Source: an optimization exercise on an open RTL-to-GDS flow (aim: small area and a short achievable clock period). Production flows keep margins and buffers that such runs may drop. Where RTL was checked, it was by simulation tests only, not by an equivalence proof against the original. Power and IR drop assume default switching activity.

==> job 4750: inputs <==
==> flow/design.v (excerpt) <==
module hw_cn119652311a_alu (
    input         clk,
    input         rst_n,
    input         wr_en,
    input         rd_en,
    input  [11:0] addr,
    input  [31:0] wr_data,
    output reg [31:0] rd_data,
    output reg    irq
);
clock: 10.0 ns
lec_check: 0
abc_area: 1
cap_margin: 20
core_margin: 2
core_utilization: 50
cts_buf_list: sky130_fd_sc_hd__clkbuf_4
cts_cluster_size: 20
setup_slack_margin: 4.5
slew_margin: 20
run.sh (not shown) runs the stock make flow with config.mk's settings and CLKGATE_MAP_FILE= SYNTH_SCRIPT=/design/flow/synth_recipe.tcl, a recipe that flattens the netlist after the stock synthesis.
==> job 1963: changes against job 4750 <==
--- a/flow/design.v
+++ b/flow/design.v
@@ -28,25 +28,12 @@
             p2r = tadd(y11, {1'b0, c1});
             c2  = c1 && (y11 == 2'b10);
             p2  = (cm == 2'b10) ? tadd(p2r, 2'b01) : p2r;
             blk = {c2, p2, p1, p0};
         end
     endfunction
-    function [4:0] t2oh;
-        input [1:0] x, y;
-        reg x0, y0;
-        begin
-            x0 = ~x[0] & ~x[1];
-            y0 = ~y[0] & ~y[1];
-            t2oh[0] = x0 & y0;
-            t2oh[1] = (x0 & y[0]) | (x[0] & y0);
-            t2oh[2] = (x0 & y[1]) | (x[0] & y[0]) | (x[1] & y0);
-            t2oh[3] = (x[0] & y[1]) | (x[1] & y[0]);
-            t2oh[4] = x[1] & y[1];
-        end
-    endfunction
     function [1:0] tadd;
         input [1:0] x, y;
         reg x0, y0;
         begin
             x0 = ~x[0] & ~x[1];
             y0 = ~y[0] & ~y[1];
@@ -65,38 +52,25 @@
     function [3:0] tha2;
         input [1:0] x, y;
         tha2 = {1'b0, tgen(x, y), tadd(x, y)};
     endfunction
     function [3:0] tfa3;
         input [1:0] x, y, z;
-        reg [4:0] u;
-        reg z0, ge3, eq6;
+        reg [1:0] u;
+        reg cu, cz;
         begin
-            u   = t2oh(x, y);
-            z0  = ~z[0] & ~z[1];
-            tfa3[0] = (u[1] & z0) | (u[0] & z[0]) | (u[4] & z0) | (u[3] & z[0]) | (u[2] & z[1]);
-            tfa3[1] = (u[2] & z0) | (u[1] & z[0]) | (u[0] & z[1]) | (u[4] & z[0]) | (u[3] & z[1]);
-            ge3 = u[3] | u[4] | (u[2] & (z[0] | z[1])) | (u[1] & z[1]);
-            eq6 = u[4] & z[1];
-            tfa3[2] = ge3 & ~eq6;
-            tfa3[3] = eq6;
+            u  = tadd(x, y);
+            cu = tgen(x, y);
+            cz = tgen(u, z);
+            tfa3 = {cu & cz, cu ^ cz, tadd(u, z)};
         end
     endfunction
     function [1:0] tdig;
         input [1:0] x, y;
         input c;
-        reg [4:0] u;
-        reg m0, m1, m2;
-        begin
-            u  = t2oh(x, y);
-            m0 = u[0] | u[3];
-            m1 = u[1] | u[4];
-            m2 = u[2];
-            tdig[0] = c ? m0 : m1;
-            tdig[1] = c ? m1 : m2;
-        end
+        tdig = tadd(tadd(x, y), {1'b0, c});
     endfunction
     wire [6:0] pp_lm, pp_lh, pp_ml, pp_mm, pp_mh, pp_hl, pp_hm, pp_hh;
     assign pp_ll = blk(a[3:0],  b[3:0],  comp);
     assign pp_lm = blk(a[3:0],  b[7:4],  comp);
     assign pp_lh = blk(a[3:0],  b[11:8], comp);
     assign pp_ml = blk(a[7:4],  b[3:0],  comp);
@@ -387,41 +361,45 @@
             if (!irq_status)
                 irq <= 1'b0;
             else if (we_cmd && irq_enable[0])
                 irq <= 1'b1;
         end
     end
-    wire rd_ok  = rd_en & ~addr[11] & ~addr[10] & ~addr[1] & ~addr[0];
-    wire rd_lo  = rd_ok & ~addr[9] & ~addr[8];
-    wire [7:0] sh;    
-    wire [7:0] sl;    
-    genvar gi;
-    generate
-        for (gi = 0; gi < 8; gi = gi + 1) begin : g_dec
-            assign sh[gi] = rd_lo & (addr[7:5] == gi);
-            assign sl[gi] = (addr[4:2] == gi);
-        end
-    endgenerate
-    wire sel_irq = rd_ok & addr[9] & ~addr[8] & (addr[7:4] == 4'h0);
-    wire [31:0] grp0 = ({32{sl[0]}} & 32'h48570001) | ({32{sl[1]}} & 32'h000001FF) |
-                       ({32{sl[4]}} & vdd_ctrl) | ({32{sl[5]}} & vth_cfg);
-    wire [31:0] grp1 = ({32{sl[0]}} & gate_op) | ({32{sl[1]}} & {30'b0, gate_result}) |
-                       ({32{sl[2]}} & 32'h00000001);
-    wire [31:0] grp2 = ({32{sl[0]}} & operand_a) | ({32{sl[1]}} & operand_b) |
-                       ({32{sl[2]}} & operand_c) | ({32{sl[3]}} & operand_d);
-    wire [31:0] alu_res = alu_wide ? {8'b0, wide_result} : {25'b0, alu_small};
-    wire [1:0] wide_lo = ({2{sl[4]}} & wide_result[1:0]) | ({2{sl[5]}} & wide_result[3:2]) |
-                         ({2{sl[6]}} & wide_result[5:4]) | ({2{sl[7]}} & wide_result[7:6]);
-    wire [31:0] grp4 = ({32{sl[0]}} & alu_cmd) | ({32{sl[1]}} & 32'h00000001) |
-                       ({32{sl[2]}} & alu_res) | {30'b0, wide_lo};
-    wire [1:0] grp5 = ({2{sl[0]}} & wide_result[9:8])   | ({2{sl[1]}} & wide_result[11:10]) |
-                      ({2{sl[2]}} & wide_result[13:12]) | ({2{sl[3]}} & wide_result[15:14]) |
-                      ({2{sl[4]}} & wide_result[17:16]) | ({2{sl[5]}} & wide_result[19:18]) |
-                      ({2{sl[6]}} & wide_result[21:20]) | ({2{sl[7]}} & wide_result[23:22]);
-    wire [31:0] grp6 = ({32{sl[0]}} & approx_cfg) | ({32{sl[1]}} & comp_mode);
-    wire [31:0] grpi = ({32{sl[0]}} & {31'b0, irq_status}) | ({32{sl[1]}} & irq_enable);
     always @(*) begin
-        rd_data = ({32{sh[0]}} & grp0) | ({32{sh[1]}} & grp1) | ({32{sh[2]}} & grp2) |
-                  ({32{sh[4]}} & grp4) | ({32{sh[5]}} & {30'b0, grp5}) |
-                  ({32{sh[6]}} & grp6) | ({32{sel_irq}} & grpi);
+        rd_data = 32'h0;
+        if (rd_en) begin
+            case (addr)
+                12'h000: rd_data = 32'h48570001;
+                12'h004: rd_data = 32'h000001FF;
+                12'h010: rd_data = vdd_ctrl;
+                12'h014: rd_data = vth_cfg;
+                12'h020: rd_data = gate_op;
+                12'h024: rd_data = {30'b0, gate_result};
+                12'h028: rd_data = 32'h00000001;
+                12'h040: rd_data = operand_a;
+                12'h044: rd_data = operand_b;
+                12'h048: rd_data = operand_c;
+                12'h04C: rd_data = operand_d;
+                12'h080: rd_data = alu_cmd;
+                12'h084: rd_data = 32'h00000001;
+                12'h088: rd_data = alu_wide ? {8'b0, wide_result} : {25'b0, alu_small};
+                12'h090: rd_data = {30'b0, wide_result[1:0]};
+                12'h094: rd_data = {30'b0, wide_result[3:2]};
+                12'h098: rd_data = {30'b0, wide_result[5:4]};
+                12'h09C: rd_data = {30'b0, wide_result[7:6]};
+                12'h0A0: rd_data = {30'b0, wide_result[9:8]};
+                12'h0A4: rd_data = {30'b0, wide_result[11:10]};
+                12'h0A8: rd_data = {30'b0, wide_result[13:12]};
+                12'h0AC: rd_data = {30'b0, wide_result[15:14]};
+                12'h0B0: rd_data = {30'b0, wide_result[17:16]};
+                12'h0B4: rd_data = {30'b0, wide_result[19:18]};
+                12'h0B8: rd_data = {30'b0, wide_result[21:20]};
+                12'h0BC: rd_data = {30'b0, wide_result[23:22]};
+                12'h0C0: rd_data = approx_cfg;
+                12'h0C4: rd_data = comp_mode;
+                12'h200: rd_data = {31'b0, irq_status};
+                12'h204: rd_data = irq_enable;
+                default: rd_data = 32'h0;
+            endcase
+        end
     end
 endmodule
--- a/flow/config.mk
+++ b/flow/config.mk
@@ -6,10 +6,7 @@
 export NUM_CORES = 4
 export LEC_CHECK = 0
 export ABC_AREA = 1
 export CAP_MARGIN = 20
 export CORE_MARGIN = 2
 export CORE_UTILIZATION = 50
-export CTS_BUF_LIST = sky130_fd_sc_hd__clkbuf_4
-export CTS_CLUSTER_SIZE = 20
-export SETUP_SLACK_MARGIN = 4.5
 export SLEW_MARGIN = 20
==> comparison table <==
| item | job 1963 | job 4750 |
|---|---|---|
| Status | complete, no violations | complete, no violations |
| Number of standard-cell rows in the floorplan | 78 | 77 |
| Cell Int Power | 2550 uW | 2450 uW |
| Layout overhead on the synthesized area | 11.8% | 19.3% |
| Buffers outside the clock class | 112 | 213 |
| Setup Fix Bufs, Post-CTS | 0 | 72 |
| Fraction of area in registers | 38.1% | 36.5% |
| Worst hold start | alu_small[1] | operand_a[25] |
| Depth of the most critical reg-to-reg path | 31 | 28 |
| Sequential share of the synthesized area | 42.6% | 43.6% |
| Power consumed by the clock network | 1610 uW | 1500 uW |
| Clock tree root driver cell | sky130_fd_sc_hd__clkbuf_16 | sky130_fd_sc_hd__clkbuf_4 |
| Tightest Pin Transition | 1020 ps | 923 ps |
No functional check of the RTL was part of job 1963.

==> separate check: timing with driven ports <==
Ports are ideal in the flow. The routed layouts listed here were re-timed in OpenROAD.
Step 1 (the two cells are an assumption about what drives the block):
set clk [get_ports {clk}]
set_driving_cell -lib_cell sky130_fd_sc_hd__clkbuf_16 $clk
set_driving_cell -lib_cell sky130_fd_sc_hd__buf_2 [delete_from_list [all_inputs] $clk]
Step 2 moves the port delays by t, midway between the first and last clock arrival at a register: inputs arrive t later, outputs are due t later. That takes back most of the time a late clock gives input paths.
Three values: no drivers, after step 1, after step 2; two values: the first two.
run	shift t [ns]	setup slack, ns	worst setup path after step 2
job 4750	0.887	3.938 / 3.897 / 3.897	input to output
job 1963	0.607	1.566 / 1.541 / 1.541	input to output
After both steps setup and hold are still met in every run listed. For job 4750, which loses most, drivers alone change the setup slack by -0.041 ns; drivers and shift together by -0.041 ns.
